This is an optimization exercise on Yosys and OpenROAD, whose aim is small area, a short achievable clock period and few clock cycles, not a production implementation.
No run shown here included a check of the RTL's function; only the layout flow was run.
Power figures rest on the tool's default switching activity, not on a simulated workload.

$ cat flow/design.v
`timescale 1ns / 1ps
module DATAPATH(Product, done, clk, multiplicand, multiplier, start, rst);
output [31:0] Product;
output reg done;
input [16:0] multiplicand;
input [16:0] multiplier;
input clk, start, rst;
wire one1 = multiplier[0] ^ 1'b0;
wire two2 = (multiplier[1] & ~multiplier[0] & ~1'b0) | (~multiplier[1] & multiplier[0] & 1'b0);
wire pp3 = ((one1 & multiplicand[0])) ^ multiplier[1];
wire pp4 = ((one1 & multiplicand[1]) | (two2 & multiplicand[0])) ^ multiplier[1];
wire pp5 = ((one1 & multiplicand[2]) | (two2 & multiplicand[1])) ^ multiplier[1];
wire pp6 = ((one1 & multiplicand[3]) | (two2 & multiplicand[2])) ^ multiplier[1];
wire pp7 = ((one1 & multiplicand[4]) | (two2 & multiplicand[3])) ^ multiplier[1];
wire pp8 = ((one1 & multiplicand[5]) | (two2 & multiplicand[4])) ^ multiplier[1];
wire pp9 = ((one1 & multiplicand[6]) | (two2 & multiplicand[5])) ^ multiplier[1];
wire pp10 = ((one1 & multiplicand[7]) | (two2 & multiplicand[6])) ^ multiplier[1];
wire pp11 = ((one1 & multiplicand[8]) | (two2 & multiplicand[7])) ^ multiplier[1];
wire pp12 = ((one1 & multiplicand[9]) | (two2 & multiplicand[8])) ^ multiplier[1];
wire pp13 = ((one1 & multiplicand[10]) | (two2 & multiplicand[9])) ^ multiplier[1];
wire pp14 = ((one1 & multiplicand[11]) | (two2 & multiplicand[10])) ^ multiplier[1];
wire pp15 = ((one1 & multiplicand[12]) | (two2 & multiplicand[11])) ^ multiplier[1];
wire pp16 = ((one1 & multiplicand[13]) | (two2 & multiplicand[12])) ^ multiplier[1];
wire pp17 = ((one1 & multiplicand[14]) | (two2 & multiplicand[13])) ^ multiplier[1];
wire pp18 = ((one1 & multiplicand[15]) | (two2 & multiplicand[14])) ^ multiplier[1];
wire pp19 = ((two2 & multiplicand[15])) ^ multiplier[1];
wire sn20 = ~multiplier[1];
wire one21 = multiplier[2] ^ multiplier[1];
wire two22 = (multiplier[3] & ~multiplier[2] & ~multiplier[1]) | (~multiplier[3] & multiplier[2] & multiplier[1]);
wire pp23 = ((one21 & multiplicand[0])) ^ multiplier[3];
wire pp24 = ((one21 & multiplicand[1]) | (two22 & multiplicand[0])) ^ multiplier[3];
wire pp25 = ((one21 & multiplicand[2]) | (two22 & multiplicand[1])) ^ multiplier[3];
wire pp26 = ((one21 & multiplicand[3]) | (two22 & multiplicand[2])) ^ multiplier[3];
wire pp27 = ((one21 & multiplicand[4]) | (two22 & multiplicand[3])) ^ multiplier[3];
wire pp28 = ((one21 & multiplicand[5]) | (two22 & multiplicand[4])) ^ multiplier[3];
wire pp29 = ((one21 & multiplicand[6]) | (two22 & multiplicand[5])) ^ multiplier[3];
wire pp30 = ((one21 & multiplicand[7]) | (two22 & multiplicand[6])) ^ multiplier[3];
wire pp31 = ((one21 & multiplicand[8]) | (two22 & multiplicand[7])) ^ multiplier[3];
wire pp32 = ((one21 & multiplicand[9]) | (two22 & multiplicand[8])) ^ multiplier[3];
wire pp33 = ((one21 & multiplicand[10]) | (two22 & multiplicand[9])) ^ multiplier[3];
wire pp34 = ((one21 & multiplicand[11]) | (two22 & multiplicand[10])) ^ multiplier[3];
wire pp35 = ((one21 & multiplicand[12]) | (two22 & multiplicand[11])) ^ multiplier[3];
wire pp36 = ((one21 & multiplicand[13]) | (two22 & multiplicand[12])) ^ multiplier[3];
wire pp37 = ((one21 & multiplicand[14]) | (two22 & multiplicand[13])) ^ multiplier[3];
wire pp38 = ((one21 & multiplicand[15]) | (two22 & multiplicand[14])) ^ multiplier[3];
wire pp39 = ((two22 & multiplicand[15])) ^ multiplier[3];
wire sn40 = ~multiplier[3];
wire one41 = multiplier[4] ^ multiplier[3];
wire two42 = (multiplier[5] & ~multiplier[4] & ~multiplier[3]) | (~multiplier[5] & multiplier[4] & multiplier[3]);
wire pp43 = ((one41 & multiplicand[0])) ^ multiplier[5];
wire pp44 = ((one41 & multiplicand[1]) | (two42 & multiplicand[0])) ^ multiplier[5];
wire pp45 = ((one41 & multiplicand[2]) | (two42 & multiplicand[1])) ^ multiplier[5];
wire pp46 = ((one41 & multiplicand[3]) | (two42 & multiplicand[2])) ^ multiplier[5];
wire pp47 = ((one41 & multiplicand[4]) | (two42 & multiplicand[3])) ^ multiplier[5];
wire pp48 = ((one41 & multiplicand[5]) | (two42 & multiplicand[4])) ^ multiplier[5];
wire pp49 = ((one41 & multiplicand[6]) | (two42 & multiplicand[5])) ^ multiplier[5];
wire pp50 = ((one41 & multiplicand[7]) | (two42 & multiplicand[6])) ^ multiplier[5];
wire pp51 = ((one41 & multiplicand[8]) | (two42 & multiplicand[7])) ^ multiplier[5];
wire pp52 = ((one41 & multiplicand[9]) | (two42 & multiplicand[8])) ^ multiplier[5];
wire pp53 = ((one41 & multiplicand[10]) | (two42 & multiplicand[9])) ^ multiplier[5];
wire pp54 = ((one41 & multiplicand[11]) | (two42 & multiplicand[10])) ^ multiplier[5];
wire pp55 = ((one41 & multiplicand[12]) | (two42 & multiplicand[11])) ^ multiplier[5];
wire pp56 = ((one41 & multiplicand[13]) | (two42 & multiplicand[12])) ^ multiplier[5];
wire pp57 = ((one41 & multiplicand[14]) | (two42 & multiplicand[13])) ^ multiplier[5];
wire pp58 = ((one41 & multiplicand[15]) | (two42 & multiplicand[14])) ^ multiplier[5];
wire pp59 = ((two42 & multiplicand[15])) ^ multiplier[5];
wire sn60 = ~multiplier[5];
wire one61 = multiplier[6] ^ multiplier[5];
wire two62 = (multiplier[7] & ~multiplier[6] & ~multiplier[5]) | (~multiplier[7] & multiplier[6] & multiplier[5]);
wire pp63 = ((one61 & multiplicand[0])) ^ multiplier[7];
wire pp64 = ((one61 & multiplicand[1]) | (two62 & multiplicand[0])) ^ multiplier[7];
wire pp65 = ((one61 & multiplicand[2]) | (two62 & multiplicand[1])) ^ multiplier[7];
wire pp66 = ((one61 & multiplicand[3]) | (two62 & multiplicand[2])) ^ multiplier[7];
wire pp67 = ((one61 & multiplicand[4]) | (two62 & multiplicand[3])) ^ multiplier[7];
wire pp68 = ((one61 & multiplicand[5]) | (two62 & multiplicand[4])) ^ multiplier[7];
wire pp69 = ((one61 & multiplicand[6]) | (two62 & multiplicand[5])) ^ multiplier[7];
wire pp70 = ((one61 & multiplicand[7]) | (two62 & multiplicand[6])) ^ multiplier[7];
wire pp71 = ((one61 & multiplicand[8]) | (two62 & multiplicand[7])) ^ multiplier[7];
wire pp72 = ((one61 & multiplicand[9]) | (two62 & multiplicand[8])) ^ multiplier[7];
wire pp73 = ((one61 & multiplicand[10]) | (two62 & multiplicand[9])) ^ multiplier[7];
wire pp74 = ((one61 & multiplicand[11]) | (two62 & multiplicand[10])) ^ multiplier[7];
wire pp75 = ((one61 & multiplicand[12]) | (two62 & multiplicand[11])) ^ multiplier[7];
wire pp76 = ((one61 & multiplicand[13]) | (two62 & multiplicand[12])) ^ multiplier[7];
wire pp77 = ((one61 & multiplicand[14]) | (two62 & multiplicand[13])) ^ multiplier[7];
wire pp78 = ((one61 & multiplicand[15]) | (two62 & multiplicand[14])) ^ multiplier[7];
wire pp79 = ((two62 & multiplicand[15])) ^ multiplier[7];
wire sn80 = ~multiplier[7];
wire one81 = multiplier[8] ^ multiplier[7];
wire two82 = (multiplier[9] & ~multiplier[8] & ~multiplier[7]) | (~multiplier[9] & multiplier[8] & multiplier[7]);
wire pp83 = ((one81 & multiplicand[0])) ^ multiplier[9];
wire pp84 = ((one81 & multiplicand[1]) | (two82 & multiplicand[0])) ^ multiplier[9];
wire pp85 = ((one81 & multiplicand[2]) | (two82 & multiplicand[1])) ^ multiplier[9];
wire pp86 = ((one81 & multiplicand[3]) | (two82 & multiplicand[2])) ^ multiplier[9];
wire pp87 = ((one81 & multiplicand[4]) | (two82 & multiplicand[3])) ^ multiplier[9];
wire pp88 = ((one81 & multiplicand[5]) | (two82 & multiplicand[4])) ^ multiplier[9];
wire pp89 = ((one81 & multiplicand[6]) | (two82 & multiplicand[5])) ^ multiplier[9];
wire pp90 = ((one81 & multiplicand[7]) | (two82 & multiplicand[6])) ^ multiplier[9];
wire pp91 = ((one81 & multiplicand[8]) | (two82 & multiplicand[7])) ^ multiplier[9];
wire pp92 = ((one81 & multiplicand[9]) | (two82 & multiplicand[8])) ^ multiplier[9];
wire pp93 = ((one81 & multiplicand[10]) | (two82 & multiplicand[9])) ^ multiplier[9];
wire pp94 = ((one81 & multiplicand[11]) | (two82 & multiplicand[10])) ^ multiplier[9];
wire pp95 = ((one81 & multiplicand[12]) | (two82 & multiplicand[11])) ^ multiplier[9];
wire pp96 = ((one81 & multiplicand[13]) | (two82 & multiplicand[12])) ^ multiplier[9];
wire pp97 = ((one81 & multiplicand[14]) | (two82 & multiplicand[13])) ^ multiplier[9];
wire pp98 = ((one81 & multiplicand[15]) | (two82 & multiplicand[14])) ^ multiplier[9];
wire pp99 = ((two82 & multiplicand[15])) ^ multiplier[9];
wire sn100 = ~multiplier[9];
wire one101 = multiplier[10] ^ multiplier[9];
wire two102 = (multiplier[11] & ~multiplier[10] & ~multiplier[9]) | (~multiplier[11] & multiplier[10] & multiplier[9]);
wire pp103 = ((one101 & multiplicand[0])) ^ multiplier[11];
wire pp104 = ((one101 & multiplicand[1]) | (two102 & multiplicand[0])) ^ multiplier[11];
wire pp105 = ((one101 & multiplicand[2]) | (two102 & multiplicand[1])) ^ multiplier[11];
wire pp106 = ((one101 & multiplicand[3]) | (two102 & multiplicand[2])) ^ multiplier[11];
wire pp107 = ((one101 & multiplicand[4]) | (two102 & multiplicand[3])) ^ multiplier[11];
wire pp108 = ((one101 & multiplicand[5]) | (two102 & multiplicand[4])) ^ multiplier[11];
wire pp109 = ((one101 & multiplicand[6]) | (two102 & multiplicand[5])) ^ multiplier[11];
wire pp110 = ((one101 & multiplicand[7]) | (two102 & multiplicand[6])) ^ multiplier[11];
wire pp111 = ((one101 & multiplicand[8]) | (two102 & multiplicand[7])) ^ multiplier[11];
wire pp112 = ((one101 & multiplicand[9]) | (two102 & multiplicand[8])) ^ multiplier[11];
wire pp113 = ((one101 & multiplicand[10]) | (two102 & multiplicand[9])) ^ multiplier[11];
wire pp114 = ((one101 & multiplicand[11]) | (two102 & multiplicand[10])) ^ multiplier[11];
wire pp115 = ((one101 & multiplicand[12]) | (two102 & multiplicand[11])) ^ multiplier[11];
wire pp116 = ((one101 & multiplicand[13]) | (two102 & multiplicand[12])) ^ multiplier[11];
wire pp117 = ((one101 & multiplicand[14]) | (two102 & multiplicand[13])) ^ multiplier[11];
wire pp118 = ((one101 & multiplicand[15]) | (two102 & multiplicand[14])) ^ multiplier[11];
wire pp119 = ((two102 & multiplicand[15])) ^ multiplier[11];
wire sn120 = ~multiplier[11];
wire one121 = multiplier[12] ^ multiplier[11];
wire two122 = (multiplier[13] & ~multiplier[12] & ~multiplier[11]) | (~multiplier[13] & multiplier[12] & multiplier[11]);
wire pp123 = ((one121 & multiplicand[0])) ^ multiplier[13];
wire pp124 = ((one121 & multiplicand[1]) | (two122 & multiplicand[0])) ^ multiplier[13];
wire pp125 = ((one121 & multiplicand[2]) | (two122 & multiplicand[1])) ^ multiplier[13];
wire pp126 = ((one121 & multiplicand[3]) | (two122 & multiplicand[2])) ^ multiplier[13];
wire pp127 = ((one121 & multiplicand[4]) | (two122 & multiplicand[3])) ^ multiplier[13];
wire pp128 = ((one121 & multiplicand[5]) | (two122 & multiplicand[4])) ^ multiplier[13];
wire pp129 = ((one121 & multiplicand[6]) | (two122 & multiplicand[5])) ^ multiplier[13];
wire pp130 = ((one121 & multiplicand[7]) | (two122 & multiplicand[6])) ^ multiplier[13];
wire pp131 = ((one121 & multiplicand[8]) | (two122 & multiplicand[7])) ^ multiplier[13];
wire pp132 = ((one121 & multiplicand[9]) | (two122 & multiplicand[8])) ^ multiplier[13];
wire pp133 = ((one121 & multiplicand[10]) | (two122 & multiplicand[9])) ^ multiplier[13];
wire pp134 = ((one121 & multiplicand[11]) | (two122 & multiplicand[10])) ^ multiplier[13];
wire pp135 = ((one121 & multiplicand[12]) | (two122 & multiplicand[11])) ^ multiplier[13];
wire pp136 = ((one121 & multiplicand[13]) | (two122 & multiplicand[12])) ^ multiplier[13];
wire pp137 = ((one121 & multiplicand[14]) | (two122 & multiplicand[13])) ^ multiplier[13];
wire pp138 = ((one121 & multiplicand[15]) | (two122 & multiplicand[14])) ^ multiplier[13];
wire pp139 = ((two122 & multiplicand[15])) ^ multiplier[13];
wire sn140 = ~multiplier[13];
wire one141 = multiplier[14] ^ multiplier[13];
wire two142 = (multiplier[15] & ~multiplier[14] & ~multiplier[13]) | (~multiplier[15] & multiplier[14] & multiplier[13]);
wire pp143 = ((one141 & multiplicand[0])) ^ multiplier[15];
wire pp144 = ((one141 & multiplicand[1]) | (two142 & multiplicand[0])) ^ multiplier[15];
wire pp145 = ((one141 & multiplicand[2]) | (two142 & multiplicand[1])) ^ multiplier[15];
wire pp146 = ((one141 & multiplicand[3]) | (two142 & multiplicand[2])) ^ multiplier[15];
wire pp147 = ((one141 & multiplicand[4]) | (two142 & multiplicand[3])) ^ multiplier[15];
wire pp148 = ((one141 & multiplicand[5]) | (two142 & multiplicand[4])) ^ multiplier[15];
wire pp149 = ((one141 & multiplicand[6]) | (two142 & multiplicand[5])) ^ multiplier[15];
wire pp150 = ((one141 & multiplicand[7]) | (two142 & multiplicand[6])) ^ multiplier[15];
wire pp151 = ((one141 & multiplicand[8]) | (two142 & multiplicand[7])) ^ multiplier[15];
wire pp152 = ((one141 & multiplicand[9]) | (two142 & multiplicand[8])) ^ multiplier[15];
wire pp153 = ((one141 & multiplicand[10]) | (two142 & multiplicand[9])) ^ multiplier[15];
wire pp154 = ((one141 & multiplicand[11]) | (two142 & multiplicand[10])) ^ multiplier[15];
wire pp155 = ((one141 & multiplicand[12]) | (two142 & multiplicand[11])) ^ multiplier[15];
wire pp156 = ((one141 & multiplicand[13]) | (two142 & multiplicand[12])) ^ multiplier[15];
wire pp157 = ((one141 & multiplicand[14]) | (two142 & multiplicand[13])) ^ multiplier[15];
wire pp158 = ((one141 & multiplicand[15]) | (two142 & multiplicand[14])) ^ multiplier[15];
wire pp159 = ((two142 & multiplicand[15])) ^ multiplier[15];
wire sn160 = ~multiplier[15];
wire pp161 = multiplicand[0] & multiplier[15];
wire pp162 = multiplicand[1] & multiplier[15];
wire pp163 = multiplicand[2] & multiplier[15];
wire pp164 = multiplicand[3] & multiplier[15];
wire pp165 = multiplicand[4] & multiplier[15];
wire pp166 = multiplicand[5] & multiplier[15];
wire pp167 = multiplicand[6] & multiplier[15];
wire pp168 = multiplicand[7] & multiplier[15];
wire pp169 = multiplicand[8] & multiplier[15];
wire pp170 = multiplicand[9] & multiplier[15];
wire pp171 = multiplicand[10] & multiplier[15];
wire pp172 = multiplicand[11] & multiplier[15];
wire pp173 = multiplicand[12] & multiplier[15];
wire pp174 = multiplicand[13] & multiplier[15];
wire pp175 = multiplicand[14] & multiplier[15];
wire pp176 = multiplicand[15] & multiplier[15];
wire s177, c178;
HA2 u_s177 (.a(multiplier[11]), .b(pp13), .s(s177), .co(c178));
wire s179, c180;
HA2 u_s179 (.a(pp14), .b(pp32), .s(s179), .co(c180));
wire s181, c182;
FA3 u_s181 (.a(multiplier[13]), .b(pp15), .c(pp33), .s(s181), .co(c182));
wire s183, c184;
HA2 u_s183 (.a(pp51), .b(pp69), .s(s183), .co(c184));
wire s185, c186;
FA3 u_s185 (.a(pp16), .b(pp34), .c(pp52), .s(s185), .co(c186));
wire s187, c188;
HA2 u_s187 (.a(pp70), .b(pp88), .s(s187), .co(c188));
wire s189, c190;
FA3 u_s189 (.a(multiplier[15]), .b(pp17), .c(pp35), .s(s189), .co(c190));
wire s191, c192;
FA3 u_s191 (.a(pp53), .b(pp71), .c(pp89), .s(s191), .co(c192));
wire s193, c194;
HA2 u_s193 (.a(pp107), .b(pp125), .s(s193), .co(c194));
wire s195, c196;
FA3 u_s195 (.a(pp18), .b(pp36), .c(pp54), .s(s195), .co(c196));
wire s197, c198;
FA3 u_s197 (.a(pp72), .b(pp90), .c(pp108), .s(s197), .co(c198));
wire s199, c200;
HA2 u_s199 (.a(pp126), .b(pp144), .s(s199), .co(c200));
wire s201, c202;
FA3 u_s201 (.a(pp161), .b(pp19), .c(pp37), .s(s201), .co(c202));
wire s203, c204;
FA3 u_s203 (.a(pp55), .b(pp73), .c(pp91), .s(s203), .co(c204));
wire s205, c206;
FA3 u_s205 (.a(pp109), .b(pp127), .c(pp145), .s(s205), .co(c206));
wire s207, c208;
FA3 u_s207 (.a(multiplier[1]), .b(pp162), .c(pp38), .s(s207), .co(c208));
wire s209, c210;
FA3 u_s209 (.a(pp56), .b(pp74), .c(pp92), .s(s209), .co(c210));
wire s211, c212;
FA3 u_s211 (.a(pp110), .b(pp128), .c(pp146), .s(s211), .co(c212));
wire s213, c214;
FA3 u_s213 (.a(multiplier[1]), .b(pp163), .c(pp39), .s(s213), .co(c214));
wire s215, c216;
FA3 u_s215 (.a(pp57), .b(pp75), .c(pp93), .s(s215), .co(c216));
wire s217, c218;
FA3 u_s217 (.a(pp111), .b(pp129), .c(pp147), .s(s217), .co(c218));
wire s219, c220;
FA3 u_s219 (.a(sn20), .b(sn40), .c(pp164), .s(s219), .co(c220));
wire s221, c222;
FA3 u_s221 (.a(pp58), .b(pp76), .c(pp94), .s(s221), .co(c222));
wire s223, c224;
FA3 u_s223 (.a(pp112), .b(pp130), .c(pp148), .s(s223), .co(c224));
wire s225 = ~(pp165 ^ pp59);
wire c226 = pp165 | pp59;
wire s227, c228;
FA3 u_s227 (.a(pp77), .b(pp95), .c(pp113), .s(s227), .co(c228));
wire s229, c230;
HA2 u_s229 (.a(pp131), .b(pp149), .s(s229), .co(c230));
wire s231, c232;
FA3 u_s231 (.a(sn60), .b(pp166), .c(pp78), .s(s231), .co(c232));
wire s233, c234;
FA3 u_s233 (.a(pp96), .b(pp114), .c(pp132), .s(s233), .co(c234));
wire s235 = ~(pp167 ^ pp79);
wire c236 = pp167 | pp79;
wire s237, c238;
HA2 u_s237 (.a(pp97), .b(pp115), .s(s237), .co(c238));
wire s239, c240;
FA3 u_s239 (.a(sn80), .b(pp168), .c(pp98), .s(s239), .co(c240));
wire s241, c242;
HA2 u_s241 (.a(1'b1), .b(pp169), .s(s241), .co(c242));
wire s243, c244;
HA2 u_s243 (.a(multiplier[7]), .b(pp9), .s(s243), .co(c244));
wire s245, c246;
HA2 u_s245 (.a(pp10), .b(pp28), .s(s245), .co(c246));
wire s247, c248;
FA3 u_s247 (.a(multiplier[9]), .b(pp11), .c(pp29), .s(s247), .co(c248));
wire s249, c250;
HA2 u_s249 (.a(pp47), .b(pp65), .s(s249), .co(c250));
wire s251, c252;
FA3 u_s251 (.a(pp12), .b(pp30), .c(pp48), .s(s251), .co(c252));
wire s253, c254;
HA2 u_s253 (.a(pp66), .b(pp84), .s(s253), .co(c254));
wire s255, c256;
FA3 u_s255 (.a(pp31), .b(pp49), .c(pp67), .s(s255), .co(c256));
wire s257, c258;
FA3 u_s257 (.a(pp85), .b(pp103), .c(s177), .s(s257), .co(c258));
wire s259, c260;
FA3 u_s259 (.a(pp50), .b(pp68), .c(pp86), .s(s259), .co(c260));
wire s261, c262;
FA3 u_s261 (.a(pp104), .b(c178), .c(s179), .s(s261), .co(c262));
wire s263, c264;
FA3 u_s263 (.a(pp87), .b(pp105), .c(pp123), .s(s263), .co(c264));
wire s265, c266;
FA3 u_s265 (.a(c180), .b(s183), .c(s181), .s(s265), .co(c266));
wire s267, c268;
FA3 u_s267 (.a(pp106), .b(pp124), .c(c184), .s(s267), .co(c268));
wire s269, c270;
FA3 u_s269 (.a(s187), .b(c182), .c(s185), .s(s269), .co(c270));
wire s271, c272;
FA3 u_s271 (.a(pp143), .b(c188), .c(s193), .s(s271), .co(c272));
wire s273, c274;
FA3 u_s273 (.a(c186), .b(s189), .c(s191), .s(s273), .co(c274));
wire s275, c276;
FA3 u_s275 (.a(c194), .b(s199), .c(c190), .s(s275), .co(c276));
wire s277, c278;
FA3 u_s277 (.a(c192), .b(s195), .c(s197), .s(s277), .co(c278));
wire s279, c280;
FA3 u_s279 (.a(c200), .b(c196), .c(c198), .s(s279), .co(c280));
wire s281, c282;
FA3 u_s281 (.a(s201), .b(s203), .c(s205), .s(s281), .co(c282));
wire s283, c284;
FA3 u_s283 (.a(c202), .b(c204), .c(c206), .s(s283), .co(c284));
wire s285, c286;
FA3 u_s285 (.a(s207), .b(s209), .c(s211), .s(s285), .co(c286));
wire s287, c288;
FA3 u_s287 (.a(c208), .b(c210), .c(c212), .s(s287), .co(c288));
wire s289, c290;
FA3 u_s289 (.a(s213), .b(s215), .c(s217), .s(s289), .co(c290));
wire s291, c292;
FA3 u_s291 (.a(s219), .b(c214), .c(c216), .s(s291), .co(c292));
wire s293, c294;
FA3 u_s293 (.a(c218), .b(s221), .c(s223), .s(s293), .co(c294));
wire s295, c296;
FA3 u_s295 (.a(c220), .b(s229), .c(c222), .s(s295), .co(c296));
wire s297, c298;
FA3 u_s297 (.a(c224), .b(s225), .c(s227), .s(s297), .co(c298));
wire s299, c300;
FA3 u_s299 (.a(pp150), .b(c230), .c(c226), .s(s299), .co(c300));
wire s301, c302;
FA3 u_s301 (.a(c228), .b(s231), .c(s233), .s(s301), .co(c302));
wire s303, c304;
FA3 u_s303 (.a(pp133), .b(pp151), .c(s237), .s(s303), .co(c304));
wire s305, c306;
FA3 u_s305 (.a(c232), .b(c234), .c(s235), .s(s305), .co(c306));
wire s307, c308;
FA3 u_s307 (.a(pp116), .b(pp134), .c(pp152), .s(s307), .co(c308));
wire s309, c310;
FA3 u_s309 (.a(c238), .b(c236), .c(s239), .s(s309), .co(c310));
wire s311, c312;
FA3 u_s311 (.a(s241), .b(pp99), .c(pp117), .s(s311), .co(c312));
wire s313, c314;
FA3 u_s313 (.a(pp135), .b(pp153), .c(c240), .s(s313), .co(c314));
wire s315, c316;
FA3 u_s315 (.a(sn100), .b(pp170), .c(c242), .s(s315), .co(c316));
wire s317, c318;
FA3 u_s317 (.a(pp118), .b(pp136), .c(pp154), .s(s317), .co(c318));
wire s319 = ~(pp171 ^ pp119);
wire c320 = pp171 | pp119;
wire s321, c322;
HA2 u_s321 (.a(pp137), .b(pp155), .s(s321), .co(c322));
wire s323, c324;
FA3 u_s323 (.a(sn120), .b(pp172), .c(pp138), .s(s323), .co(c324));
wire s325, c326;
HA2 u_s325 (.a(1'b1), .b(pp173), .s(s325), .co(c326));
wire s327, c328;
HA2 u_s327 (.a(multiplier[5]), .b(pp7), .s(s327), .co(c328));
wire s329, c330;
HA2 u_s329 (.a(pp8), .b(pp26), .s(s329), .co(c330));
wire s331, c332;
FA3 u_s331 (.a(pp27), .b(pp45), .c(pp63), .s(s331), .co(c332));
wire s333, c334;
FA3 u_s333 (.a(pp46), .b(pp64), .c(c244), .s(s333), .co(c334));
wire s335, c336;
FA3 u_s335 (.a(pp83), .b(c246), .c(s249), .s(s335), .co(c336));
wire s337, c338;
FA3 u_s337 (.a(c250), .b(s253), .c(c248), .s(s337), .co(c338));
wire s339, c340;
FA3 u_s339 (.a(c254), .b(c252), .c(s255), .s(s339), .co(c340));
wire s341, c342;
FA3 u_s341 (.a(c256), .b(s259), .c(c258), .s(s341), .co(c342));
wire s343, c344;
FA3 u_s343 (.a(c260), .b(s263), .c(c262), .s(s343), .co(c344));
wire s345, c346;
FA3 u_s345 (.a(c264), .b(s267), .c(c266), .s(s345), .co(c346));
wire s347, c348;
FA3 u_s347 (.a(c268), .b(s271), .c(c270), .s(s347), .co(c348));
wire s349, c350;
FA3 u_s349 (.a(c272), .b(c274), .c(s275), .s(s349), .co(c350));
wire s351, c352;
FA3 u_s351 (.a(c276), .b(c278), .c(s279), .s(s351), .co(c352));
wire s353, c354;
FA3 u_s353 (.a(c280), .b(c282), .c(s283), .s(s353), .co(c354));
wire s355, c356;
FA3 u_s355 (.a(c284), .b(c286), .c(s287), .s(s355), .co(c356));
wire s357, c358;
FA3 u_s357 (.a(c288), .b(c290), .c(s291), .s(s357), .co(c358));
wire s359, c360;
FA3 u_s359 (.a(c292), .b(c294), .c(s295), .s(s359), .co(c360));
wire s361, c362;
FA3 u_s361 (.a(c296), .b(c298), .c(s299), .s(s361), .co(c362));
wire s363, c364;
FA3 u_s363 (.a(s303), .b(c300), .c(c302), .s(s363), .co(c364));
wire s365, c366;
FA3 u_s365 (.a(s307), .b(c304), .c(c306), .s(s365), .co(c366));
wire s367, c368;
FA3 u_s367 (.a(c308), .b(s311), .c(c310), .s(s367), .co(c368));
wire s369, c370;
FA3 u_s369 (.a(s315), .b(c312), .c(s317), .s(s369), .co(c370));
wire s371, c372;
FA3 u_s371 (.a(s321), .b(c316), .c(c318), .s(s371), .co(c372));
wire s373, c374;
FA3 u_s373 (.a(pp156), .b(c322), .c(c320), .s(s373), .co(c374));
wire s375, c376;
FA3 u_s375 (.a(s325), .b(pp139), .c(pp157), .s(s375), .co(c376));
wire s377, c378;
FA3 u_s377 (.a(sn140), .b(pp174), .c(c326), .s(s377), .co(c378));
wire s379, c380;
HA2 u_s379 (.a(1'b1), .b(pp175), .s(s379), .co(c380));
wire s381, c382;
HA2 u_s381 (.a(multiplier[3]), .b(pp5), .s(s381), .co(c382));
wire s383, c384;
HA2 u_s383 (.a(pp6), .b(pp24), .s(s383), .co(c384));
wire s385, c386;
FA3 u_s385 (.a(pp25), .b(pp43), .c(s327), .s(s385), .co(c386));
wire s387, c388;
FA3 u_s387 (.a(pp44), .b(c328), .c(s329), .s(s387), .co(c388));
wire s389, c390;
FA3 u_s389 (.a(c330), .b(s243), .c(s331), .s(s389), .co(c390));
wire s391, c392;
FA3 u_s391 (.a(s245), .b(c332), .c(s333), .s(s391), .co(c392));
wire s393, c394;
FA3 u_s393 (.a(s247), .b(c334), .c(s335), .s(s393), .co(c394));
wire s395, c396;
FA3 u_s395 (.a(s251), .b(c336), .c(s337), .s(s395), .co(c396));
wire s397, c398;
FA3 u_s397 (.a(s257), .b(c338), .c(s339), .s(s397), .co(c398));
wire s399, c400;
FA3 u_s399 (.a(s261), .b(c340), .c(s341), .s(s399), .co(c400));
wire s401, c402;
FA3 u_s401 (.a(s265), .b(c342), .c(s343), .s(s401), .co(c402));
wire s403, c404;
FA3 u_s403 (.a(s269), .b(c344), .c(s345), .s(s403), .co(c404));
wire s405, c406;
FA3 u_s405 (.a(s273), .b(c346), .c(s347), .s(s405), .co(c406));
wire s407, c408;
FA3 u_s407 (.a(s277), .b(c348), .c(s349), .s(s407), .co(c408));
wire s409, c410;
FA3 u_s409 (.a(s281), .b(c350), .c(s351), .s(s409), .co(c410));
wire s411, c412;
FA3 u_s411 (.a(s285), .b(c352), .c(s353), .s(s411), .co(c412));
wire s413, c414;
FA3 u_s413 (.a(s289), .b(c354), .c(s355), .s(s413), .co(c414));
wire s415, c416;
FA3 u_s415 (.a(s293), .b(c356), .c(s357), .s(s415), .co(c416));
wire s417, c418;
FA3 u_s417 (.a(s297), .b(c358), .c(s359), .s(s417), .co(c418));
wire s419, c420;
FA3 u_s419 (.a(s301), .b(c360), .c(s361), .s(s419), .co(c420));
wire s421, c422;
FA3 u_s421 (.a(s305), .b(c362), .c(s363), .s(s421), .co(c422));
wire s423, c424;
FA3 u_s423 (.a(s309), .b(c364), .c(s365), .s(s423), .co(c424));
wire s425, c426;
FA3 u_s425 (.a(s313), .b(c366), .c(s367), .s(s425), .co(c426));
wire s427, c428;
FA3 u_s427 (.a(c314), .b(s369), .c(c368), .s(s427), .co(c428));
wire s429, c430;
FA3 u_s429 (.a(s319), .b(c370), .c(s371), .s(s429), .co(c430));
wire s431, c432;
FA3 u_s431 (.a(s323), .b(c372), .c(s373), .s(s431), .co(c432));
wire s433, c434;
FA3 u_s433 (.a(c324), .b(s375), .c(c374), .s(s433), .co(c434));
wire s435, c436;
FA3 u_s435 (.a(pp158), .b(s377), .c(c376), .s(s435), .co(c436));
wire s437, c438;
FA3 u_s437 (.a(s379), .b(pp159), .c(c378), .s(s437), .co(c438));
wire s439, c440;
FA3 u_s439 (.a(sn160), .b(pp176), .c(c380), .s(s439), .co(c440));
wire s441, c442;
HA2 u_s441 (.a(multiplier[1]), .b(pp3), .s(s441), .co(c442));
wire s443, c444;
HA2 u_s443 (.a(pp4), .b(c442), .s(s443), .co(c444));
wire s445, c446;
FA3 u_s445 (.a(pp23), .b(s381), .c(c444), .s(s445), .co(c446));
wire s447, c448;
FA3 u_s447 (.a(c382), .b(s383), .c(c446), .s(s447), .co(c448));
wire s449, c450;
FA3 u_s449 (.a(c384), .b(s385), .c(c448), .s(s449), .co(c450));
wire s451, c452;
HA2 u_s451 (.a(s437), .b(c436), .s(s451), .co(c452));
wire s453 = s439 ^ c438 ^ c452;
wire [31:0] row_s = {s453, s451, s435, s433, c430, s429, s427, c424, c422, c420, c418, c416, c414, c412, c410, c408, c406, c404, c402, c400, c398, c396, c394, c392, c390, c388, c386, 1'b0, 1'b0, 1'b0, 1'b0, 1'b0};
wire [31:0] row_c = {1'b0, 1'b0, c434, c432, s431, c428, c426, s425, s423, s421, s419, s417, s415, s413, s411, s409, s407, s405, s403, s401, s399, s397, s395, s393, s391, s389, s387, 1'b0, 1'b0, 1'b0, 1'b0, 1'b0};
reg [31:0] acc_s, acc_c;
always @(posedge clk)
 if (start) begin
  acc_s <= row_s;
  acc_c <= row_c;
 end
reg [4:0] lo_r;
reg cin_r;
always @(posedge clk)
 if (start) begin
  lo_r <= {s449, s447, s445, s443, s441};
  cin_r <= c450;
 end
wire g454, p455;
HA2 u_g454 (.a(acc_s[5]), .b(acc_c[5]), .s(p455), .co(g454));
wire g456, p457;
HA2 u_g456 (.a(acc_s[6]), .b(acc_c[6]), .s(p457), .co(g456));
wire g458, p459;
HA2 u_g458 (.a(acc_s[7]), .b(acc_c[7]), .s(p459), .co(g458));
wire g460, p461;
HA2 u_g460 (.a(acc_s[8]), .b(acc_c[8]), .s(p461), .co(g460));
wire g462, p463;
HA2 u_g462 (.a(acc_s[9]), .b(acc_c[9]), .s(p463), .co(g462));
wire g464, p465;
HA2 u_g464 (.a(acc_s[10]), .b(acc_c[10]), .s(p465), .co(g464));
wire g466, p467;
HA2 u_g466 (.a(acc_s[11]), .b(acc_c[11]), .s(p467), .co(g466));
wire g468, p469;
HA2 u_g468 (.a(acc_s[12]), .b(acc_c[12]), .s(p469), .co(g468));
wire g470, p471;
HA2 u_g470 (.a(acc_s[13]), .b(acc_c[13]), .s(p471), .co(g470));
wire g472, p473;
HA2 u_g472 (.a(acc_s[14]), .b(acc_c[14]), .s(p473), .co(g472));
wire g474, p475;
HA2 u_g474 (.a(acc_s[15]), .b(acc_c[15]), .s(p475), .co(g474));
wire g476, p477;
HA2 u_g476 (.a(acc_s[16]), .b(acc_c[16]), .s(p477), .co(g476));
wire g478, p479;
HA2 u_g478 (.a(acc_s[17]), .b(acc_c[17]), .s(p479), .co(g478));
wire g480, p481;
HA2 u_g480 (.a(acc_s[18]), .b(acc_c[18]), .s(p481), .co(g480));
wire g482, p483;
HA2 u_g482 (.a(acc_s[19]), .b(acc_c[19]), .s(p483), .co(g482));
wire g484, p485;
HA2 u_g484 (.a(acc_s[20]), .b(acc_c[20]), .s(p485), .co(g484));
wire g486, p487;
HA2 u_g486 (.a(acc_s[21]), .b(acc_c[21]), .s(p487), .co(g486));
wire g488, p489;
HA2 u_g488 (.a(acc_s[22]), .b(acc_c[22]), .s(p489), .co(g488));
wire g490, p491;
HA2 u_g490 (.a(acc_s[23]), .b(acc_c[23]), .s(p491), .co(g490));
wire g492, p493;
HA2 u_g492 (.a(acc_s[24]), .b(acc_c[24]), .s(p493), .co(g492));
wire g494, p495;
HA2 u_g494 (.a(acc_s[25]), .b(acc_c[25]), .s(p495), .co(g494));
wire g496, p497;
HA2 u_g496 (.a(acc_s[26]), .b(acc_c[26]), .s(p497), .co(g496));
wire g498, p499;
HA2 u_g498 (.a(acc_s[27]), .b(acc_c[27]), .s(p499), .co(g498));
wire g500, p501;
HA2 u_g500 (.a(acc_s[28]), .b(acc_c[28]), .s(p501), .co(g500));
wire g502, p503;
HA2 u_g502 (.a(acc_s[29]), .b(acc_c[29]), .s(p503), .co(g502));
wire q504 = (p455 & cin_r) | g454;
wire q505 = (p459 & g456) | g458;
wire q506 = p459 & p457;
wire q507 = (p463 & g460) | g462;
wire q508 = p463 & p461;
wire q509 = (p467 & g464) | g466;
wire q510 = p467 & p465;
wire q511 = (p471 & g468) | g470;
wire q512 = p471 & p469;
wire q513 = (p475 & g472) | g474;
wire q514 = p475 & p473;
wire q515 = (p479 & g476) | g478;
wire q516 = p479 & p477;
wire q517 = (p483 & g480) | g482;
wire q518 = p483 & p481;
wire q519 = (p487 & g484) | g486;
wire q520 = p487 & p485;
wire q521 = (p491 & g488) | g490;
wire q522 = p491 & p489;
wire q523 = (p495 & g492) | g494;
wire q524 = p495 & p493;
wire q525 = (p499 & g496) | g498;
wire q526 = p499 & p497;
wire q527 = (p503 & g500) | g502;
wire q528 = p503 & p501;
wire q529 = acc_s[31] & acc_s[30];
wire q530 = (q506 & q504) | q505;
wire q531 = (q510 & q507) | q509;
wire q532 = q510 & q508;
wire q533 = (q514 & q511) | q513;
wire q534 = q514 & q512;
wire q535 = (q518 & q515) | q517;
wire q536 = q518 & q516;
wire q537 = (q522 & q519) | q521;
wire q538 = q522 & q520;
wire q539 = (q526 & q523) | q525;
wire q540 = q526 & q524;
wire q541 = q529 & q527;
wire q542 = q529 & q528;
wire q543 = (q534 & q531) | q533;
wire q544 = q534 & q532;
wire q545 = (q538 & q535) | q537;
wire q546 = q538 & q536;
wire q547 = (q542 & q539) | q541;
wire q548 = q542 & q540;
wire q549 = (q544 & q530) | q543;
wire q550 = (q548 & q545) | q547;
wire q551 = q548 & q546;
wire q552 = (q551 & q549) | q550;
wire q553 = (q546 & q549) | q545;
wire q554 = (q532 & q530) | q531;
wire q555 = (q536 & q549) | q535;
wire q556 = (q540 & q553) | q539;
wire q557 = (q508 & q530) | q507;
wire q558 = (q512 & q554) | q511;
wire q559 = (q516 & q549) | q515;
wire q560 = (q520 & q555) | q519;
wire q561 = (q524 & q553) | q523;
wire q562 = (q528 & q556) | q527;
wire q563 = (p457 & q504) | g456;
wire q564 = (p461 & q530) | g460;
wire q565 = (p465 & q557) | g464;
wire q566 = (p469 & q554) | g468;
wire q567 = (p473 & q558) | g472;
wire q568 = (p477 & q549) | g476;
wire q569 = (p481 & q559) | g480;
wire q570 = (p485 & q555) | g484;
wire q571 = (p489 & q560) | g488;
wire q572 = (p493 & q553) | g492;
wire q573 = (p497 & q561) | g496;
wire q574 = (p501 & q556) | g500;
wire q575 = acc_s[30] & q562;
wire q576 = p455 ^ cin_r;
wire q577 = p457 ^ q504;
wire q578 = p459 ^ q563;
wire q579 = p461 ^ q530;
wire q580 = p463 ^ q564;
wire q581 = p465 ^ q557;
wire q582 = p467 ^ q565;
wire q583 = p469 ^ q554;
wire q584 = p471 ^ q566;
wire q585 = p473 ^ q558;
wire q586 = p475 ^ q567;
wire q587 = p477 ^ q549;
wire q588 = p479 ^ q568;
wire q589 = p481 ^ q559;
wire q590 = p483 ^ q569;
wire q591 = p485 ^ q555;
wire q592 = p487 ^ q570;
wire q593 = p489 ^ q560;
wire q594 = p491 ^ q571;
wire q595 = p493 ^ q553;
wire q596 = p495 ^ q572;
wire q597 = p497 ^ q561;
wire q598 = p499 ^ q573;
wire q599 = p501 ^ q556;
wire q600 = p503 ^ q574;
wire q601 = acc_s[30] ^ q562;
wire q602 = acc_s[31] ^ q575;
assign Product = {q602, q601, q600, q599, q598, q597, q596, q595, q594, q593, q592, q591, q590, q589, q588, q587, q586, q585, q584, q583, q582, q581, q580, q579, q578, q577, q576, lo_r[4], lo_r[3], lo_r[2], lo_r[1], lo_r[0]};
always @(posedge clk)
 if (rst)
  done <= 1'b0;
 else
  done <= start;
endmodule
module FA3(a, b, c, s, co);
input a, b, c;
output s, co;
assign s = a ^ b ^ c;
assign co = (a & b) | (a & c) | (b & c);
endmodule
module BSEL(one, two, neg, a0, a1, pp);
input one, two, neg, a0, a1;
output pp;
assign pp = ((one & a0) | (two & a1)) ^ neg;
endmodule
module AO21(a, b, c, y);
input a, b, c;
output y;
assign y = (a & b) | c;
endmodule
module HA2(a, b, s, co);
input a, b;
output s, co;
assign s = a ^ b;
assign co = a & b;
endmodule
$ cat flow/flow/run.sh
#!/bin/bash
# Standard layout, with plain buffers (instead of delay buffers) on the ports.
set -euo pipefail
export BUFFER_PORTS_ARGS="-buffer_cell sky130_fd_sc_hd__buf_2"
bash standard.sh > standard.log 2>&1
$ cat flow/standard.sh
#!/bin/bash
# synth_recipe.tcl (not shown) runs the flow's synth.tcl, then flattens the netlist and writes it again
# the make line also repeats each setting of config.mk as NAME=value (left out here)
make -C /OpenROAD-flow-scripts/flow DESIGN_CONFIG=/design/flow/config.mk WORK_HOME=/design/flow/orfs CLKGATE_MAP_FILE= SYNTH_SCRIPT=/design/flow/synth_recipe.tcl "${@:-finish}"
$ cat flow/config.mk
export PLATFORM = sky130hd
export DESIGN_NAME = DATAPATH
export DESIGN_NICKNAME = DATAPATH
export VERILOG_FILES = /design/flow/design.v
export SDC_FILE = /design/flow/constraint.sdc
export NUM_CORES = 4
export LEC_CHECK = 0
export ABC_AREA = 1
export CAP_MARGIN = 20
export CORE_MARGIN = 2
export CORE_UTILIZATION = 60
export SLEW_MARGIN = 20
export SYNTH_HIERARCHICAL = 1
export SYNTH_MINIMUM_KEEP_SIZE = 0
$ cat flow/constraint.sdc
create_clock -name core_clock -period 4.0 [get_ports {clk}]
set_input_delay 0.8000 -clock core_clock [delete_from_list [all_inputs] [get_ports {clk}]]
set_output_delay 0.8000 -clock core_clock [all_outputs]
set_load 0.01 [all_outputs]
==> key figures, run 1 <==
Critical path
  • Critical Path Fanout Max: 14
  • Critical path class: in2reg
  • Crit. End Element: register
  • Startpoint Class: primary input
  • Critical Path RT: 4.08 ns
  • Data arrival, critical path: 3.88 ns

GRT
  • Number of global-route vias before repair: 6,173
  • First-pass GRT wire length: 32,470 um
  • Initial antenna violation count: 0
  • Largest net degree at the start of global routing: 38
  • Global route total overflow: 0
  • Global-route usage over all layers: 0.2901

Synthesis
  • Register area share after synthesis: 0.2097
  • Cell Area, Synth: 8402 um^2
  • #FFs+latches synth: 59
  • Synthesized instance count: 813
  • Post-synth cell types: 33
  • Ys Warns: 7
  • Syn avg cell area: 10.33 um^2

Drt
  • Post-route ant nets: 0
  • Drt drc: 0
  • Routed WL: 20,010 um
  • DRT iter0 DRCs: 364
  • Vias: 5,991
  • WL/cell: 18.91 um
  • Vias per cell: 5.663
  • DR pass1 iterations: 5

Placed design
  • Placed cells: 1,042
  • Port Buffer Count: 67
  • DP Worst Slack: -0.1951 ns
  • Placer Congestion: 0.9643
  • Dpl hpwl: 16,000 um

STA
  • Slew Viols, Final: 0
  • Slew HR: 0.4244
  • Final period util: 0.9495
  • Final Hold Fails: 0
  • Final WS setup: 0.2022 ns
  • Highest clock rate: 0.2633 GHz
  • Final Hold Slack: 0.6172 ns
  • Final worst path period need: 3.798 ns
  • RSZ-0062 raised after global routing: no
  • Slew @ Worst Pin: 0.8634 ns
  • Setup violations, final: 0

CTS
  • CTS tree: yes
  • CTS root buf: clkbuf_16
  • Clock Path Buffers: 2
  • Clock Sinks: 59
  • CTS clock-pin slew for the worst setup and hold paths: 0.05 ns
  • H-tree Lvls: 3
  • Num CTS Buffers: 9

Floorplanning
  • Die Ht: 122.3 um
  • Initial Utilization: 0.6100
  • Core region area: 13,770 um^2
  • Rows: 43
  • Boundary Pins: 70
  • Die area: 14,970 um^2
  • Die Width: 122.3 um

Finish
  • Diode count: 0
  • Layout cells sized above 1: 0.2016
  • Final net count: 1,087
  • Commonest non-fill, non-tap cell in the layout: xor2_1
  • Commonest non-fill, non-tap cells in the layout: 130 x xor2_1, 112 x fa_1, 109 x o22ai_1
  • Post-Layout Cell Count: 1,058
  • Synth-to-layout area growth: 10.69%

Power and ir drop
  • Leakage power: 4.259 nW
  • Int Pwr: 0.003461 W
  • Psw: 0.002602 W
  • Clock share of power: 0.126
  • Net Sw Frac: 0.4292
  • Gate power share: 0.666
  • PwrDens: 651.9 nW/um^2
  • Worst vdd ir: 0.4234 mV
  • Seq pwr share: 0.209
  • Pwr Total: 0.006063 W

Job
  • Max Cap Viol: 0

Min path
  • Hold Crit Class: in2reg

Outcome
  • Status: no timing/DRC/antenna violations
==> synthesized netlist by cell type (all sizes together) <==
cell type  number  share of area
a21o            1        0.00089
a21oi          17          0.014
a22oi           1        0.00089
buf            60          0.049
clkbuf         18         0.0080
clkinv          1        0.00045
conb            1        0.00045
dfxtp           1         0.0024
edfxtp         58           0.21
fa            112           0.27
ha             65          0.097
inv            74          0.033
nand2          84          0.038
nand3           8         0.0048
nor2           34          0.019
nor3            2         0.0012
o21ai           7         0.0042
o21bai          3         0.0027
o22ai         120          0.098
or2             3         0.0025
xnor2          13          0.014
xor2          130           0.14
==> logic make-up (layout without fill, tap and decap cells) <==
logic type      Yosys count  after routing  share of synthesized area
fa+ha+maj               177            177                     0.3637
buf+inv                 153            216                    0.09084
compound gates          149            149                     0.1203
xor+xnor                143            143                     0.1491
simple gates            131            131                    0.06597
flops                    59             59                     0.2097
other cells               1              3                  0.0004463
==> layout make-up <==
cell class	instances	area, um^2
multi-input combinational	603	5899
fill	1107	4473
sequential	59	1762
timing repair buffer	125	845.8
inverter	75	281.5
clock buffer	11	232.7
tap	180	225.2
clock inverter	5	53.80
==> critical path, stage by stage <==
cell and delay [ns]:
buf_2 0.14, nand2_1 0.10, nor2_2 0.05, a21oi_2 0.53, o22ai_1 0.19, xor2_1 0.26
fa_1 0.47, fa_1 0.40, fa_1 0.53, fa_1 0.40
==> power groups by stage <==
| stage | sequential, W | clock (W) | combinational (W) |
|---|---|---|---|
| 6_report | 0.00126 | 0.000761 | 0.00404 |
| 5_1_grt | 0.00129 | 0.000795 | 0.00460 |
| 4_1_cts | 0.00127 | 0.000775 | 0.00408 |
| 3_5_place_dp | 0.00128 | 0 | 0.00404 |
| 3_3_place_gp | 0.00127 | 0 | 0.00388 |
| 2_1_floorplan | 0.00125 | 0 | 0.00345 |
==> worst paths after layout <==
kind	slack, ns	end	from	cells past startpoint
max	0.20	acc_c[20]$_DFFE_PP_	multiplier[11]	10
min	0.62	done$_SDFF_PP0_	rst	2
==> modules after synthesis, one instance, submodules excluded <==
module | copies in the design | flip-flops and latches | cell area, um^2
HA2 | 48 | 0 | 12.51
DATAPATH | 1 | 59 | 5559
FA3 | 112 | 0 | 20.02
==> per-stage QoR <==
stage	utilization	area [um^2]	setup TNS [ns]
after detailed placement	0.6533	8999	-2.676
after global routing	0.6752	9300	0
final	0.6752	9300	0
after global placement	0.6533	8999	-1.428
after CTS	0.6741	9285	0
after floorplan	-	8409	0
==> sequential cells by signal (all words and copies together), names as in the netlist <==
name,flops
acc_s,27
acc_c,25
lo_r,5
cin_r,1
done,1
==> routing by layer <==
layer	vias to the layer above	wire length (um)	global-route usage
li1	2830	-	-
met1	2951	9156	0.4044
met2	188	9483	0.4726
met3	22	1052	0.04414
met4	0	313	0.08621
met5	-	0	0
==> timing repair <==
item                       in CTS  in global routing
buffers inserted                0                  0
setup endpoints to repair       0                  2
hold buffers                    0                  0
gates resized for setup         0                  2
==> run 2: changes to the inputs <==
--- a/flow/config.mk
+++ b/flow/config.mk
@@ -9,6 +9,8 @@
 export CAP_MARGIN = 20
 export CORE_MARGIN = 2
 export CORE_UTILIZATION = 60
+export CTS_BUF_LIST = sky130_fd_sc_hd__clkbuf_4 sky130_fd_sc_hd__clkbuf_8
+export CTS_CLUSTER_SIZE = 30
 export SLEW_MARGIN = 20
 export SYNTH_HIERARCHICAL = 1
 export SYNTH_MINIMUM_KEEP_SIZE = 0
==> key figures, run 2 <==
Floorplanning
  • Boundary Pins: 70
  • Rows: 43
  • Die Width: 122.3 um
  • Core region area: 13,770 um^2
  • Die area: 14,970 um^2
  • Die Ht: 122.3 um
  • Initial Utilization: 0.6100

Placed design
  • Dpl hpwl: 16,000 um
  • Port Buffer Count: 67
  • Placer Congestion: 0.9643
  • Dpl cell area: 8999 um^2

Power and ir drop
  • Net Sw Frac: 0.4399
  • Gate power share: 0.688
  • Int Pwr: 0.003275 W
  • PwrDens: 635.8 nW/um^2
  • Psw: 0.002572 W
  • Worst vdd ir: 0.4238 mV
  • Leakage power: 4.221 nW
  • Seq pwr share: 0.216
  • Clock share of power: 0.096

Synthesis
  • Top_reg_cell synth: edfxtp_1
  • Async SR Flop Fraction: 0
  • Dominant cells by area after synthesis: fa_1 27%, edfxtp_1 21%, xor2_1 14%
  • Largest family of logic cells by synthesized area: adder cells
  • Post-Synth Adder-Cell Area: 0.3637
  • Register area share after synthesis: 0.2097
  • Top-count cell post-synth: xor2_1
  • #FFs+latches synth: 59
  • Post-synthesis mux area share: 0
  • Synthesized instance count: 813
  • Synth Area in XOR/XNOR: 0.1491
  • Synth Area in Compound Gates: 0.1203
  • Cell Area, Synth: 8402 um^2
  • Post-synth cell types: 33
  • Syn avg cell area: 10.33 um^2
  • Area leader, netlist: fa_1
  • Commonest cells post-synth: 130 x xor2_1, 112 x fa_1, 109 x o22ai_1
  • Simple-Gate Fraction of Synth Area: 0.06597
  • Top cell type's share of synthesized area: 0.2669
  • Ys Warns: 7
  • Post-synth EDFFs: 58

GRT
  • First-pass GRT wire length: 32,330 um
  • Initial antenna violation count: 0
  • Number of global-route vias before repair: 6,158
  • Global-route usage over all layers: 0.2892
  • Global route total overflow: 0
  • Largest net degree at the start of global routing: 38

STA
  • Setup violations, final: 0
  • Slew Viols, Final: 0
  • Setup_tns: 0 ns
  • RSZ-0062 raised after global routing: no
  • Slew HR: 0.4287
  • Highest clock rate: 0.2601 GHz
  • Final worst path period need: 3.845 ns
  • Final period util: 0.9613
  • Final Hold Fails: 0
  • Slew @ Worst Pin: 0.8569 ns

Finish
  • Layout cells sized above 1: 0.2050
  • Commonest non-fill, non-tap cells in the layout: 130 x xor2_1, 112 x fa_1, 109 x o22ai_1
  • Diode count: 0
  • Final net count: 1,087
  • Core Util, Final: 0.6677
  • Synth-to-layout area growth: 9.456%
  • Commonest non-fill, non-tap cell in the layout: xor2_1
  • Final instance area: 9196 um^2
  • Top Registers: acc_s: 27 flops, acc_c: 25 flops, lo_r: 5 flops
  • Max reg flops: 27
  • Largest reg by FF count: acc_s
  • Fill count: 1,121

Critical path
  • Critical Path Fanout Max: 15
  • Crit. End Element: register
  • Largest stage delay, worst path: 0.58 ns
  • Worst Setup EP: acc_c[21]$_DFFE_PP_
  • Top delay family on crit path: adder cells
  • CP Launch Point: multiplier[9]
  • Critical path's most frequent cell: fa_1
  • Data arrival, critical path: 3.96 ns
  • Crit-path cells: buf_2 -> or2_1 -> nor2_2 -> a21oi_2 -> o22ai_1 -> xor2_1 -> fa_1 -> fa_1 -> fa_1 -> fa_1
  • Critical Path RT: 4.12 ns
  • CP Depth: 10
  • Crit path max-delay cell type: a21oi_2
  • Buffer and inverter count on the worst path: 1
  • Startpoint Class: primary input
  • Critical path class: in2reg

Min path
  • Hold Crit Class: in2reg
  • Worst hold start: rst

Job
  • Max Cap Viol: 0

Drt
  • Drt drc: 0
  • Vias: 5,973
  • DRT iter0 DRCs: 420
  • WL/cell: 18.80 um
  • DR pass1 iterations: 5
  • Routed WL: 19,900 um
  • Post-route ant nets: 0
  • Vias per cell: 5.646

CTS
  • Post-CTS Resized: 0
  • Clock Path Buffers: 2
  • CTS clock-pin slew for the worst setup and hold paths: 0.07 ns
  • Clock Sinks: 59
  • CTS tree: yes
  • Num CTS Buffers: 9
  • CTS root buf: clkbuf_8
  • Hold Buf Count CTS: 0
  • H-tree Lvls: 3
  • Post-CTS Setup Bufs: 0

Outcome
  • Status: no timing/DRC/antenna violations
[run 2: cell counts after synthesis]
Identical to the previous run, type by type.
[run 2: power by group through the flow]
| stage | Combinational [W] | Sequential, W | Clock [W] |
|---|---|---|---|
| after floorplan | 0.00345 | 0.00125 | 0 |
| after CTS | 0.00407 | 0.00127 | 0.000573 |
| after global placement | 0.00388 | 0.00127 | 0 |
| final | 0.00402 | 0.00126 | 0.000560 |
| after detailed placement | 0.00404 | 0.00128 | 0 |
| after global routing | 0.00461 | 0.00129 | 0.000595 |
[run 2: kinds of logic (layout without fill, tap and decap cells)]
group,after synthesis,after routing
XOR/XNOR,143,143
adder cells (fa/ha/maj),177,177
flip-flops,59,59
buffers and inverters,153,216
AO/OA/AOI/OAI,149,149
AND/OR/NAND/NOR,131,131
other,1,3
[run 2: worst min path at each step]
stage | endpoint | slack (ns) | cells after the start
2_1_floorplan | done$_SDFF_PP0_ | 0.87 | 1
3_3_place_gp | done$_SDFF_PP0_ | 0.96 | 2
3_5_place_dp | done$_SDFF_PP0_ | 0.97 | 2
4_1_cts | done$_SDFF_PP0_ | 0.57 | 2
5_1_grt | done$_SDFF_PP0_ | 0.57 | 2
6_report | done$_SDFF_PP0_ | 0.58 | 2
[run 2: modules after synthesis, one instance, submodules excluded]
| module | times used | flops+latches |
|---|---|---|
| HA2 | 48 | 0 |
| DATAPATH | 1 | 59 |
| FA3 | 112 | 0 |
[run 2: metrics by stage]
stage	power [W]	hold WS, ns	setup WS [ns]	cells
6_report	0.005847	0.5779	0.1549	1058
5_1_grt	0.006492	0.5742	0.02512	1058
4_1_cts	0.005911	0.5674	0.1522	1058
3_5_place_dp	0.005322	0.9739	-0.1951	1042
3_3_place_gp	0.005146	0.9556	-0.1260	1042
2_1_floorplan	0.004705	0.8712	0.1504	815
[run 2: metal layers]
| layer | GRT usage | part of all wire | vias to the layer above |
|---|---|---|---|
| met5 | 0 | 0 | - |
| met4 | 0.08405 | 0.016 | 0 |
| met3 | 0.05297 | 0.058 | 24 |
| met2 | 0.4635 | 0.47 | 185 |
| met1 | 0.4046 | 0.46 | 2940 |
| li1 | - | - | 2824 |
[run 2: cell type report]
cell class / instances / area [um^2] / share of cell area
multi-input cells: 603 / 5889 / 0.6404
flip-flops and latches: 59 / 1762 / 0.1916
well taps: 180 / 225.2 / 0.02449
clock inverters: 5 / 53.80 / 0.005850
clock buffers: 11 / 138.9 / 0.01510
inverters: 75 / 281.5 / 0.03061
repair buffers: 125 / 845.8 / 0.09197
==> run 3: changes to the inputs <==
--- a/flow/config.mk
+++ b/flow/config.mk
@@ -8,7 +8,7 @@
 export ABC_AREA = 1
 export CAP_MARGIN = 20
 export CORE_MARGIN = 2
-export CORE_UTILIZATION = 60
+export CORE_UTILIZATION = 50
 export CTS_BUF_LIST = sky130_fd_sc_hd__clkbuf_4 sky130_fd_sc_hd__clkbuf_8
 export CTS_CLUSTER_SIZE = 30
 export SLEW_MARGIN = 20
==> key figures, run 3 <==
Finish
  • Final net count: 1,090
  • Diode count: 0
  • Final instance area: 9216 um^2
  • Commonest non-fill, non-tap cell in the layout: xor2_1
  • Largest reg by FF count: acc_s
  • Fill count: 1,437
  • Commonest non-fill, non-tap cells in the layout: 130 x xor2_1, 112 x fa_1, 109 x o22ai_1
  • Max reg flops: 27
  • Layout cells sized above 1: 0.2054
  • Synth-to-layout area growth: 9.695%
  • Top Registers: acc_s: 27 flops, acc_c: 25 flops, lo_r: 5 flops

Synthesis
  • Top cell type's share of synthesized area: 0.2669
  • Async SR Flop Fraction: 0
  • Area leader, netlist: fa_1
  • Post-synth EDFFs: 58
  • Top-count cell post-synth: xor2_1
  • Ys Warns: 7
  • Cell Area, Synth: 8402 um^2
  • Register area share after synthesis: 0.2097
  • #FFs+latches synth: 59
  • Dominant cells by area after synthesis: fa_1 27%, edfxtp_1 21%, xor2_1 14%
  • Commonest cells post-synth: 130 x xor2_1, 112 x fa_1, 109 x o22ai_1
  • Top_reg_cell synth: edfxtp_1
  • Syn avg cell area: 10.33 um^2
  • Post-synth cell types: 33
  • Synthesized instance count: 813

Floorplanning
  • Die Width: 133.6 um
  • Die area: 17,860 um^2
  • Rows: 47
  • Core region area: 16,520 um^2
  • Die Ht: 133.6 um
  • Boundary Pins: 70
  • Initial Utilization: 0.5084

GRT
  • Initial antenna violation count: 0
  • Global-route usage over all layers: 0.2363
  • First-pass GRT wire length: 32,910 um
  • Global route total overflow: 0
  • Largest net degree at the start of global routing: 36
  • Number of global-route vias before repair: 6,348

Drt
  • Vias per cell: 5.466
  • DR pass1 iterations: 5
  • Post-route ant nets: 0
  • Vias: 6,018
  • Drt drc: 0
  • WL/cell: 18.16 um
  • Routed WL: 20,000 um
  • DRT iter0 DRCs: 409

Critical path
  • CP Launch Point: multiplier[11]
  • Startpoint Class: primary input
  • Critical Path RT: 4.10 ns
  • Largest stage delay, worst path: 0.54 ns
  • Data arrival, critical path: 3.94 ns
  • Critical path's most frequent cell: fa_1
  • Critical Path Fanout Max: 10
  • Crit path max-delay cell type: fa_1
  • Critical path class: in2reg
  • Crit. End Element: register
  • Crit-path cells: buf_2 -> nand2_1 -> nor2_2 -> a21oi_2 -> buf_4 -> buf_4 -> o22ai_1 -> xor2_1 -> ha_1 -> fa_1 -> fa_1 -> fa_1

STA
  • Slew HR: 0.4315
  • Final period util: 0.9592
  • Final Hold Fails: 0
  • Setup violations, final: 0
  • Final worst path period need: 3.837 ns
  • Highest clock rate: 0.2606 GHz
  • Slew @ Worst Pin: 0.8528 ns
  • Setup_tns: 0 ns
  • Slew Viols, Final: 0
  • RSZ-0062 raised after global routing: no
  • Final WS setup: 0.1631 ns

Placed design
  • DP Worst Slack: -0.2890 ns
  • Dpl cell area: 9021 um^2
  • Port Buffer Count: 67
  • Placer Congestion: 0.9311
  • Dpl hpwl: 16,070 um

CTS
  • Num CTS Buffers: 9
  • Clock Path Buffers: 2
  • CTS root buf: clkbuf_8
  • CTS tree: yes
  • Post-CTS Setup Bufs: 0
  • Hold Buf Count CTS: 0
  • CTS clock-pin slew for the worst setup and hold paths: 0.07 ns
  • Clock Sinks: 59
  • H-tree Lvls: 3

Min path
  • Hold Path Sink: done$_SDFF_PP0_
  • Worst hold start: rst
  • Worst Hold Path Cells: 2
  • Hold Crit Class: in2reg

Power and ir drop
  • PwrDens: 632.5 nW/um^2
  • Worst vdd ir: 0.3484 mV
  • Leakage power: 4.215 nW

Outcome
  • Status: no timing/DRC/antenna violations

Job
  • Max Cap Viol: 0
[run 3: cells by family (layout without fill, tap and decap cells)]
family,Yosys count,after routing,share of synthesized area
other,1,3,0.0004463
adder cells (fa/ha/maj),177,177,0.3637
XOR/XNOR,143,143,0.1491
flip-flops,59,59,0.2097
buffers and inverters,153,219,0.09084
AO/OA/AOI/OAI,149,149,0.1203
AND/OR/NAND/NOR,131,131,0.06597
[run 3: report_power, final]
group	switching (W)	total (W)	internal, W
Combinational	0.00224	0.00404	0.00179
Clock	0.000262	0.000540	0.000279
Sequential	0.0000797	0.00125	0.00117
[run 3: area by class of cell]
type	count	area, um^2	area share
sequential	59	1762	0.1911
inverter	75	281.5	0.03055
clock inverter	7	58.81	0.006381
clock buffer	9	123.9	0.01344
tap	220	275.3	0.02987
multi-input combinational	603	5897	0.6398
timing repair buffer	128	818.3	0.08879
[run 3: worst max-delay path by stage]
stage	slack, ns	endpoint	depth (start not counted)
after floorplan	0.15	acc_c[17]$_DFFE_PP_	11
after global placement	-0.20	acc_c[21]$_DFFE_PP_	10
after detailed placement	-0.29	acc_c[21]$_DFFE_PP_	10
after CTS	0.1	acc_c[20]$_DFFE_PP_	10
after global routing	0.005	acc_c[21]$_DFFE_PP_	10
final	0.16	acc_c[14]$_DFFE_PP_	12
[run 3: worst max-delay path, delay by kind of cell]
family | cells | cell delay (ns)
fa+ha+maj | 4 | 1.71
xor+xnor | 1 | 0.17
buf+inv | 3 | 0.50
compound gates | 2 | 0.60
simple gates | 2 | 0.16
[run 3: repair_timing]
action | 4_1_cts | 5_1_grt
endpoints found under the hold margin | 0 | 0
gates resized for setup | 0 | 2
endpoints found under the setup margin | 0 | 7
[run 3: per-layer routing]
| metal | up-vias | track usage | wire length, um |
|---|---|---|---|
| met5 | - | 0 | 0 |
| met4 | 0 | 0.07388 | 342 |
| met3 | 18 | 0.03729 | 1135 |
| met2 | 183 | 0.3860 | 9499 |
| met1 | 2989 | 0.3258 | 9023 |
| li1 | 2828 | - | - |
[run 3: through the flow]
stage,utilization,instances,total power (W),hold slack [ns]
after floorplan,-,815,0.004705,0.8712
after global placement,0.5459,1085,0.005182,0.9576
after detailed placement,0.5459,1085,0.005323,0.9625
after CTS,0.5570,1101,0.005900,0.5589
after global routing,0.5577,1101,0.006503,0.5839
final,0.5577,1101,0.005829,0.5826
[run 3: per-module statistics from Yosys (local to each module, per instance)]
module,flip-flops and latches,cell area [um^2],cells inside,times used
HA2,0,12.51,1,48
DATAPATH,59,5559,653,1
FA3,0,20.02,1,112
==> run 4: changes to the inputs <==
==> flow/flow/run.sh (replaced) <==
#!/bin/bash
# Standard layout, with plain buffers (instead of delay buffers) on the ports.
set -euo pipefail
export BUFFER_PORTS_ARGS="-buffer_cell sky130_fd_sc_hd__buf_2"
export RECOVER_POWER=100
bash standard.sh > standard.log 2>&1
--- a/flow/config.mk
+++ b/flow/config.mk
@@ -8,7 +8,7 @@
 export ABC_AREA = 1
 export CAP_MARGIN = 20
 export CORE_MARGIN = 2
-export CORE_UTILIZATION = 50
+export CORE_UTILIZATION = 60
 export CTS_BUF_LIST = sky130_fd_sc_hd__clkbuf_4 sky130_fd_sc_hd__clkbuf_8
 export CTS_CLUSTER_SIZE = 30
 export SLEW_MARGIN = 20
==> key figures, run 4 <==
Drt
  • Vias: 6,008
  • Vias per cell: 5.679
  • Post-route ant nets: 0
  • DR pass1 iterations: 5
  • Routed WL: 19,900 um
  • DRT iter0 DRCs: 398
  • Max Used Layer: met4
  • Drt drc: 0

Floorplanning
  • Die Width: 122.3 um
  • Die Ht: 122.3 um
  • Die area: 14,970 um^2
  • Initial Utilization: 0.6100

Critical path
  • Crit path max-delay cell type: a21oi_2
  • Top delay family on crit path: adder cells
  • Buffer and inverter count on the worst path: 1
  • Data arrival, critical path: 3.96 ns
  • CP Depth: 10
  • Largest stage delay, worst path: 0.58 ns
  • Startpoint Class: primary input
  • Crit-path cells: buf_2 -> or2_1 -> nor2_1 -> a21oi_2 -> o22ai_1 -> xor2_1 -> fa_1 -> fa_1 -> fa_1 -> fa_1
  • Critical path's most frequent cell: fa_1
  • Critical path class: in2reg
  • Critical Path RT: 4.12 ns

Outcome
  • Layout check failures: capacitance limit, slew limit
  • Status: failed layout checks

Synthesis
  • Area leader, netlist: fa_1
  • Commonest cells post-synth: 130 x xor2_1, 112 x fa_1, 109 x o22ai_1
  • Simple-Gate Fraction of Synth Area: 0.06597
  • Synthesized instance count: 813
  • Top-count cell post-synth: xor2_1
  • Top_reg_cell synth: edfxtp_1
  • Dominant cells by area after synthesis: fa_1 27%, edfxtp_1 21%, xor2_1 14%
  • #FFs+latches synth: 59
  • Syn avg cell area: 10.33 um^2
  • Top cell type's share of synthesized area: 0.2669
  • Async SR Flop Fraction: 0
  • Post-synthesis mux area share: 0
  • Synth Area in Compound Gates: 0.1203
  • Synth Area in XOR/XNOR: 0.1491
  • Cell Area, Synth: 8402 um^2
  • Post-synth EDFFs: 58
  • Largest family of logic cells by synthesized area: adder cells

GRT
  • Largest net degree at the start of global routing: 38
  • Global-route usage over all layers: 0.2892
  • First-pass GRT wire length: 32,330 um
  • Global route total overflow: 0

CTS
  • Num CTS Buffers: 9
  • CTS clock-pin slew for the worst setup and hold paths: 0.07 ns
  • CTS root buf: clkbuf_8

Min path
  • Hold Crit Class: in2reg
  • Worst Hold Path Cells: 2

Placed design
  • Dpl hpwl: 16,000 um
  • Port Buffer Count: 67
  • DP Worst Slack: -0.1951 ns

Power and ir drop
  • Gate power share: 0.682
  • PwrDens: 628.3 nW/um^2
  • Leakage power: 4.110 nW
  • Worst vdd ir: 0.4066 mV
  • Seq pwr share: 0.220
  • Net Sw Frac: 0.4513
  • Clock share of power: 0.098

Finish
  • Diode count: 0
  • Synth-to-layout area growth: 8.667%
  • Max reg flops: 27
  • Top Registers: acc_s: 27 flops, acc_c: 25 flops, lo_r: 5 flops
  • Layout cells sized above 1: 0.1572

STA
  • Final Hold Fails: 0
  • Final worst path period need: 3.838 ns
  • Slew Viols, Final: 38
  • Slew @ Worst Pin: 2.052 ns

Job
  • Max Cap Viol: 1
-- run 4: cell counts after synthesis --
No cell type changed its count.
-- run 4: power groups by stage --
stage	clock network (W)	registers, W	logic (W)
6_report	0.000561	0.00126	0.00391
3_3_place_gp	0	0.00127	0.00388
4_1_cts	0.000573	0.00127	0.00407
3_5_place_dp	0	0.00128	0.00404
5_1_grt	0.000595	0.00129	0.00447
2_1_floorplan	0	0.00125	0.00345
-- run 4: cell type report --
type                       instances  area (um^2)
fill                            1150         4643
multi-input combinational        603         5884
sequential                        59         1762
inverter                          75        281.5
clock inverter                     5        53.80
timing repair buffer             125        784.5
clock buffer                      11        138.9
tap                              180        225.2
-- run 4: path summary, 6_finish.rpt --
| kind | from | to | slack [ns] |
|---|---|---|---|
| worst max-delay path | multiplier[9] | acc_c[21]$_DFFE_PP_ | 0.16 |
| worst min-delay path | rst | done$_SDFF_PP0_ | 0.58 |
-- run 4: cells by family (layout without fill, tap and decap cells) --
kind of cell             after synthesis  count (layout)
XOR/XNOR                             143             143
flip-flops                            59              59
AND/OR/NAND/NOR                      131             131
buffers and inverters                153             216
other                                  1               3
AO/OA/AOI/OAI                        149             149
adder cells (fa/ha/maj)              177             177
-- run 4: routing by layer --
layer	track usage	vias up
met5	0	-
met4	0.08405	0
met3	0.05297	30
met2	0.4635	185
met1	0.4046	2970
li1	-	2823
-- run 4: what timing repair did --
item	CTS	global route
resized for setup	0	1
setup endpoints to repair	0	2
setup buffers	0	0
-- run 4: Yosys stat by module, one instance, submodules excluded --
module | area (um^2) | copies in the design
FA3 | 20.02 | 112
DATAPATH | 5559 | 1
HA2 | 12.51 | 48
-- run 4: per-stage QoR --
stage | cell area, um^2 | TNS [ns] | utilization | power [W]
2_1_floorplan | 8409 | 0 | - | 0.004705
3_3_place_gp | 8999 | -1.428 | 0.6533 | 0.005146
3_5_place_dp | 8999 | -2.676 | 0.6533 | 0.005322
4_1_cts | 9191 | 0 | 0.6673 | 0.005911
5_1_grt | 9130 | 0 | 0.6629 | 0.006363
6_report | 9130 | 0 | 0.6629 | 0.005736

[afterwards: timing with drivers on the ports]
The flow's constraints put no driver on any port. The routed layouts listed below were extracted and timed again, unchanged, in two steps.
Step 1 assumes that a clkbuf_16 drives the clock port and a buf_2 every other input.
Step 2, shift: input delay + t, output delay - t, t = (earliest + latest rising clock arrival at the registers) / 2. This alone moves slack from input paths to output paths.
Three values: ideal ports, drivers, drivers and shift; two values: the first two.
run	shift t [ns]	setup slack, ns
run 1	0.381	0.202 / 0.202 / -0.179
run 2	0.415	0.155 / 0.130 / -0.286
run 3	0.405	0.163 / 0.176 / -0.229
run 4	0.414	0.162 / 0.136 / -0.278
